What follows belongs to an exercise in optimizing a design on an open flow for small area and a short achievable clock period; a production flow would make more cautious choices. Where RTL was checked, it was by simulation tests only, not by an equivalence proof against the original. Power is estimated from default activity; no workload was simulated.

// NEURON
module NEURON(Clock, SignA, SignB, SignC, SignD, ExponentA, ExponentB, ExponentC, ExponentD, MantissaA, MantissaB, MantissaC, MantissaD, SignOut, ExponentOut, MantissaOut, SignOut1, ExponentOut1, MantissaOut1, SignOut2, ExponentOut2, MantissaOut2);
Size: ~710 cells after synthesis, roughly 91 flip-flops, about 6600 sq um of cells after synthesis.
==> flow/config.mk <==
export PLATFORM = sky130hd
export DESIGN_NAME = NEURON
export DESIGN_NICKNAME = NEURON
export VERILOG_FILES = /design/flow/design.v
export SDC_FILE = /design/flow/constraint.sdc
export NUM_CORES = 4
export LEC_CHECK = 0
export CAP_MARGIN = 20
export CORE_MARGIN = 2
export CORE_UTILIZATION = 55
export CTS_BUF_LIST = sky130_fd_sc_hd__clkbuf_8
export SLEW_MARGIN = 20
==> flow/constraint.sdc <==
create_clock -name core_clock -period 11.0 [get_ports {Clock}]
set_input_delay 2.2000 -clock core_clock [delete_from_list [all_inputs] [get_ports {Clock}]]
set_output_delay 2.2000 -clock core_clock [all_outputs]
set_load 0.01 [all_outputs]
standard.sh (not shown) runs the stock make flow with config.mk's settings and CLKGATE_MAP_FILE= SYNTH_SCRIPT=/design/flow/synth_recipe.tcl, a recipe that flattens the netlist after the stock synthesis.
==> flow/flow/run.sh <==
#!/bin/bash
# The standard layout, with plain buf_1 cells as port buffers and timing
# repair aiming below the clock period (paths with less than SETUP_SLACK_MARGIN
# ns of slack are repaired).
set -euo pipefail
export BUFFER_PORTS_ARGS="-buffer_cell sky130_fd_sc_hd__buf_1"
export SETUP_SLACK_MARGIN=7.1
bash standard.sh > standard_flow.log 2>&1
==> next run, changes <==
--- a/flow/flow/run.sh
+++ b/flow/flow/run.sh
@@ -7 +7 @@
-export SETUP_SLACK_MARGIN=7.1
+export SETUP_SLACK_MARGIN=7.25
The new run produced a clean layout.
Worst setup slack gets better by 0.075 ns.
Worst hold slack gets worse by 0.0057 ns.
Die area stays the same.
Cell area increases by 5.0%.
Core utilization increases by 3.2 points.
Routed wire length increases by 6.5%.
Via count increases by 1.8%.
Synthesized area does not change.
Fmax increases by 2.0%.
Clock power increases by about 8%.
Register-to-register slack gets better by 0.09 ns.
Function was not checked in any run of this note: the RTL went through the layout flow alone.

* * *

Setup of build 29:
Another version of the RTL of NEURON (not shown whole).
For scale: roughly 660 cells after synthesis, roughly 91 flip-flops, roughly 85 I/O pins, ~6400 um^2 of cells after synthesis.
## NEURON
module NEURON(Clock, SignA, SignB, SignC, SignD, ExponentA, ExponentB, ExponentC, ExponentD, MantissaA, MantissaB, MantissaC, MantissaD, SignOut, ExponentOut, MantissaOut, SignOut1, ExponentOut1, MantissaOut1, SignOut2, ExponentOut2, MantissaOut2);
clock: 11.0 ns
lec_check: 0
cap_margin: 20
core_margin: 2
core_utilization: 55
cts_buf_list: sky130_fd_sc_hd__clkbuf_8
slew_margin: 20
==> flow/flow/run.sh <==
#!/bin/bash
# The standard layout, with plain buf_1 cells as port buffers and timing
# repair aiming below the clock period (paths with less than SETUP_SLACK_MARGIN
# ns of slack are repaired).
set -euo pipefail
export BUFFER_PORTS_ARGS="-buffer_cell sky130_fd_sc_hd__buf_1"
export SETUP_SLACK_MARGIN=7.2
bash standard.sh > standard_flow.log 2>&1
Edits applied to the flow inputs when going from build 29 to build 46:
Settings: setting TNS_END_PERCENT to 5 for the first time.
--- a/flow/flow/run.sh
+++ b/flow/flow/run.sh
@@ -6,3 +6,3 @@
 export BUFFER_PORTS_ARGS="-buffer_cell sky130_fd_sc_hd__buf_1"
-export SETUP_SLACK_MARGIN=7.2
+export SETUP_SLACK_MARGIN=7.1
 bash standard.sh > standard_flow.log 2>&1
[summary]
Looking at capturing element of the worst setup path, the q_zero result is from build 29; the r_y[8] one comes from build 46. Compared build 46 vs build 29, and switching fraction of total power is down in build 46. Sort build 29 and build 46 by post-detailed-placement cell area desc -> top: build 29. Min hold slack across build 29 and build 46: build 46.
Here is what was changed in the inputs of build 69 compared with build 46.
--- a/flow/flow/run.sh
+++ b/flow/flow/run.sh
@@ -6,3 +6,3 @@
 export BUFFER_PORTS_ARGS="-buffer_cell sky130_fd_sc_hd__buf_1"
-export SETUP_SLACK_MARGIN=7.1
+export SETUP_SLACK_MARGIN=7.25
 bash standard.sh > standard_flow.log 2>&1
==> comparison <==
- The global-route usage on build 46 is in line with that on build 69.
- Between build 69 and build 46, the total negative slack for setup checks does not differ in any meaningful way.
- Looking only at critical path depth, and setting everything else aside, the lower value of build 46 and build 69 goes to build 46.
- Comparing build 69 with build 46, the synthesized cell count came out essentially unchanged.
- The lower final critical path time including I/O delays and setup of build 46 and build 69 is in build 46.
- Of the two values seen for critical path launch point, r_amt[0] was produced by build 69 and r_ma[0] by build 46.
- Compared with build 46, build 69 shows a lower slack of the critical path.
- Between build 46 and build 69, layout net count is higher for build 46, build 69 comes in under that.
- [compare] base=build 46 new=build 69: worst hold margin went up 0.0073 ns, critical path data required time went up 0.05 ns, register-to-register setup slack went down 0.03 ns, wire length went down 1.1%.
Edits applied to the flow inputs when going from build 69 to build 55:
Settings: a change of CTS_BUF_LIST from sky130_fd_sc_hd__clkbuf_8 to sky130_fd_sc_hd__clkbuf_16; an added CTS_CLUSTER_SIZE of 100; an added CTS_CLUSTER_DIAMETER of 500.
--- a/flow/flow/run.sh
+++ b/flow/flow/run.sh
@@ -6,3 +6,3 @@
 export BUFFER_PORTS_ARGS="-buffer_cell sky130_fd_sc_hd__buf_1"
-export SETUP_SLACK_MARGIN=7.25
+export SETUP_SLACK_MARGIN=7.1
 bash standard.sh > standard_flow.log 2>&1
[summary]
- There was hardly any difference in maximum clock frequency between build 55 and build 69.
- Against build 69, the final cell area of build 55 is higher.
- Build 55 against build 69; overall via count from detail_route is down by a few percent.
- Delta (build 55 minus build 69): minimum setup slack in the final design now sits higher, number of diodes added for antenna fixing held steady.

* * *

Starting RTL as in the previous note.
export LEC_CHECK = 0
export CAP_MARGIN = 20
export CORE_MARGIN = 2
export CORE_UTILIZATION = 55
export CTS_BUF_LIST = sky130_fd_sc_hd__clkbuf_8
export PLACE_DENSITY = 0.7
export SLEW_MARGIN = 20
export TNS_END_PERCENT = 5
create_clock -name core_clock -period 11.0 [get_ports {Clock}]
==> flow/flow/run.sh <==
#!/bin/bash
# The standard layout, with plain buf_1 cells as port buffers and timing
# repair aiming below the clock period (paths with less than SETUP_SLACK_MARGIN
# ns of slack are repaired).
set -euo pipefail
export BUFFER_PORTS_ARGS="-buffer_cell sky130_fd_sc_hd__buf_1"
export SETUP_SLACK_MARGIN=7.1
bash standard.sh > standard_flow.log 2>&1
The baseline completed without violations.
Edit:
--- a/flow/config.mk
+++ b/flow/config.mk
@@ -10 +10 @@
-export CORE_UTILIZATION = 55
+export CORE_UTILIZATION = 70
@@ -12 +12 @@
-export PLACE_DENSITY = 0.7
+export PLACE_DENSITY = 0.75
Die area falls by about a fifth.
Synthesized area stays the same.
Non-clock buffer count grows by 2.
Routed wire length is higher by a few percent.
Clock skew hardly moves.
Sequential power stays flat.
Via count grows by a few percent.
Critical path depth climbs by 9.
Core utilization goes up by 18 points.
Sequential share of layout area grows by 0.23 points.
Edit:
--- a/flow/flow/run.sh
+++ b/flow/flow/run.sh
@@ -7 +7 @@
-export SETUP_SLACK_MARGIN=7.1
+export SETUP_SLACK_MARGIN=7.3
--- a/flow/config.mk
+++ b/flow/config.mk
@@ -10 +10 @@
-export CORE_UTILIZATION = 70
+export CORE_UTILIZATION = 55
@@ -12 +11,0 @@
-export PLACE_DENSITY = 0.75
The changed run went through all stages and came out clean.
Cell area increases by 2.0%.
Worst setup slack improves by 0.12 ns.
Clock-buffer cell count rises by 1.
Power falls by about 1.3%.
Combinational power fell by about 1%.

## static timing again, ports no longer ideal
The flow's constraints put no driver on any port. The routed layouts listed below were extracted and timed again, unchanged, in two steps.
Step 1 assumes that a clkbuf_16 drives the clock port and a buf_2 every other input.
Step 2 moves the port delays by t, midway between the first and last clock arrival at a register: inputs arrive t later, outputs are due t later. That takes back most of the time a late clock gives input paths.
Slacks: ideal / step 1 / step 2; pairs: ideal / step 1.
run	shift t [ns]	setup WS [ns]	worst setup path after step 2	worst register clock-pin slew, ns
the first run of note 1	0.405	7.110 / 7.073 / 6.966	input to register	0.09 / 0.09
the second run of note 1	0.415	7.185 / 7.146 / 7.021	input to register	0.09 / 0.09
build 29	0.412	7.115 / 7.115 / 7.008	input to register	0.10 / 0.10
build 46	0.403	7.145 / 7.139 / 6.907	input to register	0.09 / 0.09
build 69	0.410	7.111 / 7.111 / 7.016	input to register	0.10 / 0.10
build 55	0.381	7.115 / 7.075 / 6.906	input to register	0.06 / 0.06
the first run of note 3	0.409	7.046 / 7.012 / 6.900	input to register	0.09 / 0.09
the second run of note 3	0.379	7.009 / 7.009 / 6.930	input to register	0.09 / 0.09
the third run of note 3	0.412	7.132 / 7.132 / 7.017	input to register	0.10 / 0.10
After both steps every run listed still meets setup and hold. The setup slack of build 46, which loses most, moves by -0.006 ns with the drivers and by -0.238 ns with both steps.
